This is an optimization exercise on Yosys and OpenROAD, whose aim is small area, a short achievable clock period and few clock cycles, not a production implementation. At most, simulation tests tie the RTL to the original design; equivalence was not proved. Power and IR drop assume default switching activity.

== garnet ==
// FFT16_RTL
module FFT16_RTL (
    input             clk,
    input             reset,
    input             load_en,
    input      [31:0] serial_data_in,
    output reg [31:0] serial_data_out,
    output reg        data_out_valid,
    output reg        fft_done,
    output reg        fft_core_en
);
    reg [31:0] xr;
    reg        xv;                        
    reg [3:0]  idx;                       
    reg        g8, g12, xlast;            
    always @(posedge clk) begin
        xr    <= serial_data_in;
        g8    <= idx[3];
        g12   <= idx[3] & idx[2];
        xlast <= (idx == 4'd15);
        if (reset) begin
            xv  <= 1'b0;
            idx <= 4'd0;
        end else begin
            xv <= load_en;
            if (load_en) idx <= idx + 4'd1;
        end
    end
    reg [31:0] Alo0, Alo1, Alo2, Alo3;    
    reg [31:0] Ahi0, Ahi1, Ahi2, Ahi3;    
    reg [31:0] B0, B1, B2, B3;            
    reg [31:0] Bd0, Bd1, Bd2, Bd3;        
    reg [31:0] Bt;                        
    wire [15:0] xre = xr[31:16], xim = xr[15:0];
    wire [15:0] lre = Alo0[31:16], lim = Alo0[15:0];
    wire [15:0] hre = Ahi0[31:16], him = Ahi0[15:0];
    wire [15:0] s3r = xre + (g8 ? lre : 16'd0) + (g12 ? hre : 16'd0);
    wire [15:0] s3i = xim + (g8 ? lim : 16'd0) + (g12 ? him : 16'd0);
    wire [31:0] sum3 = {s3r, s3i};
    wire [31:0] lsel = xv ? Alo1 : Alo0;
    wire [31:0] d1 = {lsel[31:16] - serial_data_in[31:16], lsel[15:0] - serial_data_in[15:0]};
    wire [15:0] sa = hre ^ ~lre ^ ~xre;
    wire [15:0] ma = (hre & ~lre) | (hre & ~xre) | (~lre & ~xre);
    wire [15:0] sb = him ^ ~lim ^ ~xim;
    wire [15:0] mb = (him & ~lim) | (him & ~xim) | (~lim & ~xim);
    wire [31:0] d2a = {sa - ~{ma[14:0], 1'b1}, sb - ~{mb[14:0], 1'b1}};
    reg       run;
    reg [4:0] pc;
    always @(posedge clk) begin
        if (reset) begin
            run <= 1'b0;
            pc  <= 5'd0;
        end else if (xv & xlast) begin
            run <= 1'b1;
            pc  <= 5'd1;
  ...
For scale: about 56000 um2 of cells after synthesis.
==> flow/config.mk <==
export PLATFORM = sky130hd
export DESIGN_NAME = FFT16_RTL
export DESIGN_NICKNAME = FFT16_RTL
export VERILOG_FILES = /design/flow/design.v
export SDC_FILE = /design/flow/constraint.sdc
export NUM_CORES = 8
export LEC_CHECK = 0
export CAP_MARGIN = 20
export CORE_MARGIN = 2
export CORE_UTILIZATION = 60
export CTS_BUF_LIST = sky130_fd_sc_hd__clkbuf_8
export CTS_CLUSTER_DIAMETER = 50
export CTS_CLUSTER_SIZE = 20
export SETUP_SLACK_MARGIN = 5
export SLEW_MARGIN = 30
==> flow/constraint.sdc <==
create_clock -name core_clock -period 10.0 [get_ports {clk}]
set_input_delay 2.0000 -clock core_clock [delete_from_list [all_inputs] [get_ports {clk}]]
set_output_delay 2.0000 -clock core_clock [all_outputs]
set_load 0.01 [all_outputs]
standard.sh (not shown) runs the stock make flow with config.mk's settings and CLKGATE_MAP_FILE= SYNTH_SCRIPT=/design/flow/synth_recipe.tcl, a recipe that flattens the netlist after the stock synthesis.
==> flow/flow/run.sh <==
#!/bin/bash
set -euo pipefail
bash standard.sh SETUP_SLACK_MARGIN=6.0 finish > standard.log 2>&1
Testbench counts of garnet, summed over its fixed seeds: cycles 18,440.
> inputs changed (garnet -> juniper)
--- a/flow/design.v
+++ b/flow/design.v
@@ -117,22 +117,23 @@
             run <= 1'b1;
             pc  <= 5'd1;
         end else if (run) begin
             pc <= pc + 5'd1;
             if (pc == 5'd20) run <= 1'b0;
         end
     end
     reg        e2v;
     reg        e2last;                    
     wire [15:0] bre = B0[31:16], bim = B0[15:0];
     wire [15:0] tre = Bt[31:16], tim = Bt[15:0];
+    wire [31:0] e2sum = {bre + tre, bim + tim};
     wire [31:0] e2dif = {bre - tre, bim - tim};
     reg [31:0] Min;
     reg        Mv;
     reg        f_a, f_b, f_w, f_p, f_pj;   
     reg        f_sw;                       
     reg        f_na1, f_na2, f_nb1, f_nb2, f_w6;
     reg [6:0]  Mdst;    
     reg [2:0]  k;
     reg [31:0] msrc;
     reg [6:0]  mdst;
     wire ld_s1 = load_en & idx[3];
@@ -197,22 +198,39 @@
     reg [1:0] e2c;
     always @(posedge clk) begin
         if (reset) begin
             e2v <= 1'b0;
             e2c <= 2'd0;
         end else begin
             e2v <= Tdst[1];
             if (e2v) e2c <= e2c + 2'd1;
         end
         e2last <= Tdst[1] & (e2c == 2'd3 - {1'b0, e2v});
     end
+    always @(posedge clk) begin
+        if (xv) begin
+            Ahi0 <= Ahi1; Ahi1 <= Ahi2; Ahi2 <= Ahi3; Ahi3 <= sum3;
+            Alo0 <= Alo1; Alo1 <= Alo2; Alo2 <= Alo3; Alo3 <= g12 ? d2a : Ahi0;
+        end else begin
+            if (Tdst[3]) Alo1 <= mres;
+            if (Tdst[2]) Alo3 <= mres;
+        end
+        Bt <= mres;
+        if (Tdst[0] | e2v) begin
+            B0 <= B1; B1 <= B2; B2 <= B3; B3 <= Tdst[0] ? mres : e2sum;
+        end
+        if (e2v & e2c == 2'd0) Bd0 <= e2dif;
+        if (Tdst[5] | (e2v & e2c == 2'd1)) Bd1 <= Tdst[5] ? mres : e2dif;
+        if (e2v & e2c == 2'd2) Bd2 <= e2dif;
+        if (Tdst[4]) Bd3 <= mres;
+    end
     reg        oact;                      
     reg [3:0]  ok;                        
     reg [3:0]  orow;                      
     reg        rj;                        
     reg        xsel, ngr, ngq_r, ngs_r, ngq_i, ngs_i, ngr_i, k2r, kia, kib, kic, olast_n;
     wire [3:0] okn = oact ? ok + 4'd1 : 4'd0;
     wire [1:0] mdn = okn[3:2];            
     wire       rjn = okn[1];
     wire [1:0] nim = {1'b0, mdn[0] ^ rjn} + {1'b0, mdn[0] ^ mdn[1]} + {1'b0, mdn[1]};
     always @(posedge clk) begin
         if (reset) oact <= 1'b0;
@@ -254,53 +272,25 @@
     wire [15:0] m1r = (ar_ & br_) | (ar_ & cr_) | (br_ & cr_);
     wire [15:0] c1r = {m1r[14:0], k2r};
     wire [15:0] s1i = ai_ ^ bi_ ^ ci_;
     wire [15:0] m1i = (ai_ & bi_) | (ai_ & ci_) | (bi_ & ci_);
     wire [15:0] c1i = {m1i[14:0], kia};
     wire [15:0] m2r = (s1r & c1r) | (s1r & dr_) | (c1r & dr_);
     wire [15:0] m2i = (s1i & c1i) | (s1i & di_) | (c1i & di_);
     wire [15:0] s2r = s1r ^ c1r ^ dr_;
     wire [15:0] c2r = {m2r[14:0], k2r};
     wire [15:0] s2i = s1i ^ c1i ^ di_;
     wire [15:0] c2i = {m2i[14:0], kib};
-    wire [15:0] sum_r = (ov1 ? OSr : bre) + (ov1 ? OCr : tre);
-    wire [15:0] sum_i = (ov1 ? OSi : bim) + (ov1 ? OCi : tim) + {15'd0, ov1 & ocin};
-    wire [31:0] e2sum = {sum_r, sum_i};
-    reg [15:0] OSr, OCr, OSi, OCi;
-    reg        ov1, olast, ocin;
-    always @(posedge clk) begin
-        OSr <= s2r; OCr <= c2r; OSi <= s2i; OCi <= c2i;
-        ocin  <= kic;
-        olast <= oact & olast_n;
-        ov1   <= reset ? 1'b0 : oact;
-    end
     always @(posedge clk) begin
-        serial_data_out <= {sum_r, sum_i};
+        serial_data_out <= {s2r + c2r, s2i + c2i + {15'd0, kic}};
         if (reset) begin
             data_out_valid <= 1'b0;
             fft_done       <= 1'b0;
             fft_core_en    <= 1'b0;
         end else begin
-            data_out_valid <= ov1;
-            fft_done       <= ov1 & olast;
+            data_out_valid <= oact;
+            fft_done       <= oact & olast_n;
             if (load_en && idx == 4'd15) fft_core_en <= 1'b1;
-            else if (ov1 & olast)        fft_core_en <= 1'b0;
+            else if (oact & olast_n)     fft_core_en <= 1'b0;
         end
     end
-    always @(posedge clk) begin
-        if (xv) begin
-            Ahi0 <= Ahi1; Ahi1 <= Ahi2; Ahi2 <= Ahi3; Ahi3 <= sum3;
-            Alo0 <= Alo1; Alo1 <= Alo2; Alo2 <= Alo3; Alo3 <= g12 ? d2a : Ahi0;
-        end else begin
-            if (Tdst[3]) Alo1 <= mres;
-            if (Tdst[2]) Alo3 <= mres;
-        end
-        Bt <= mres;
-        if (Tdst[0] | e2v) begin
-            B0 <= B1; B1 <= B2; B2 <= B3; B3 <= Tdst[0] ? mres : e2sum;
-        end
-        if (e2v & e2c == 2'd0) Bd0 <= e2dif;
-        if (Tdst[5] | (e2v & e2c == 2'd1)) Bd1 <= Tdst[5] ? mres : e2dif;
-        if (e2v & e2c == 2'd2) Bd2 <= e2dif;
-        if (Tdst[4]) Bd3 <= mres;
-    end
 endmodule
Findings:
- The clock transition at the register clock pins on the worst setup and hold paths after CTS reported for juniper is smaller than that of garnet by 20 ps.
- Register area: juniper lower than garnet
- juniper — minimum clock period after layout 380 ps higher, garnet as reference
- Comparing multiplexer fraction of the synthesized cell area for garnet and juniper, the smaller number came from juniper.
- Sequential power delta for juniper relative to garnet: 5.3% lower
- For juniper, the top layer reached by signal wires was met5, unlike garnet, where it was met4.
- The launch point of the critical path comes out serial_data_in[20] in one run and orow[3] in the other, namely in garnet and juniper respectively.
- Clock distribution power ended up about 5% higher on juniper than on garnet.
- Compared with garnet, in juniper layout-stage area growth over the synthesis result went up 3.4 points; fraction of final layout cells sized beyond drive strength 1 went up 2.7 points; first-pass GRT wire length went up 3200 um; cell area went up 610 um2; wire length went up 0.88%.
Only the layout flow was run in juniper; the RTL was not checked for function there.

==> afterwards: timing with drivers on the ports <==
How much do the figures lean on ideal ports? The routed layouts below were timed once more, with nothing changed but the port constraints.
Step 1 (the two cells are an assumption about what drives the block):
set clk [get_ports {clk}]
set_driving_cell -lib_cell sky130_fd_sc_hd__clkbuf_16 $clk
set_driving_cell -lib_cell sky130_fd_sc_hd__buf_2 [delete_from_list [all_inputs] $clk]
Step 2, shift: input delay + t, output delay - t, t = (earliest + latest rising clock arrival at the registers) / 2. This alone moves slack from input paths to output paths.
a / b / c = ideal ports / drivers / drivers and shift; a / b = the first two.
run | t, ns | slack for setup (ns) | worst setup path at the end
garnet | 0.830 | 6.050 / 6.065 / 5.275 | input to register
juniper | 0.843 | 5.667 / 5.667 / 5.219 | input to register
After both steps every run listed still meets setup and hold. For garnet, which loses most, drivers alone change the setup slack by +0.015 ns; drivers and shift together by -0.775 ns.
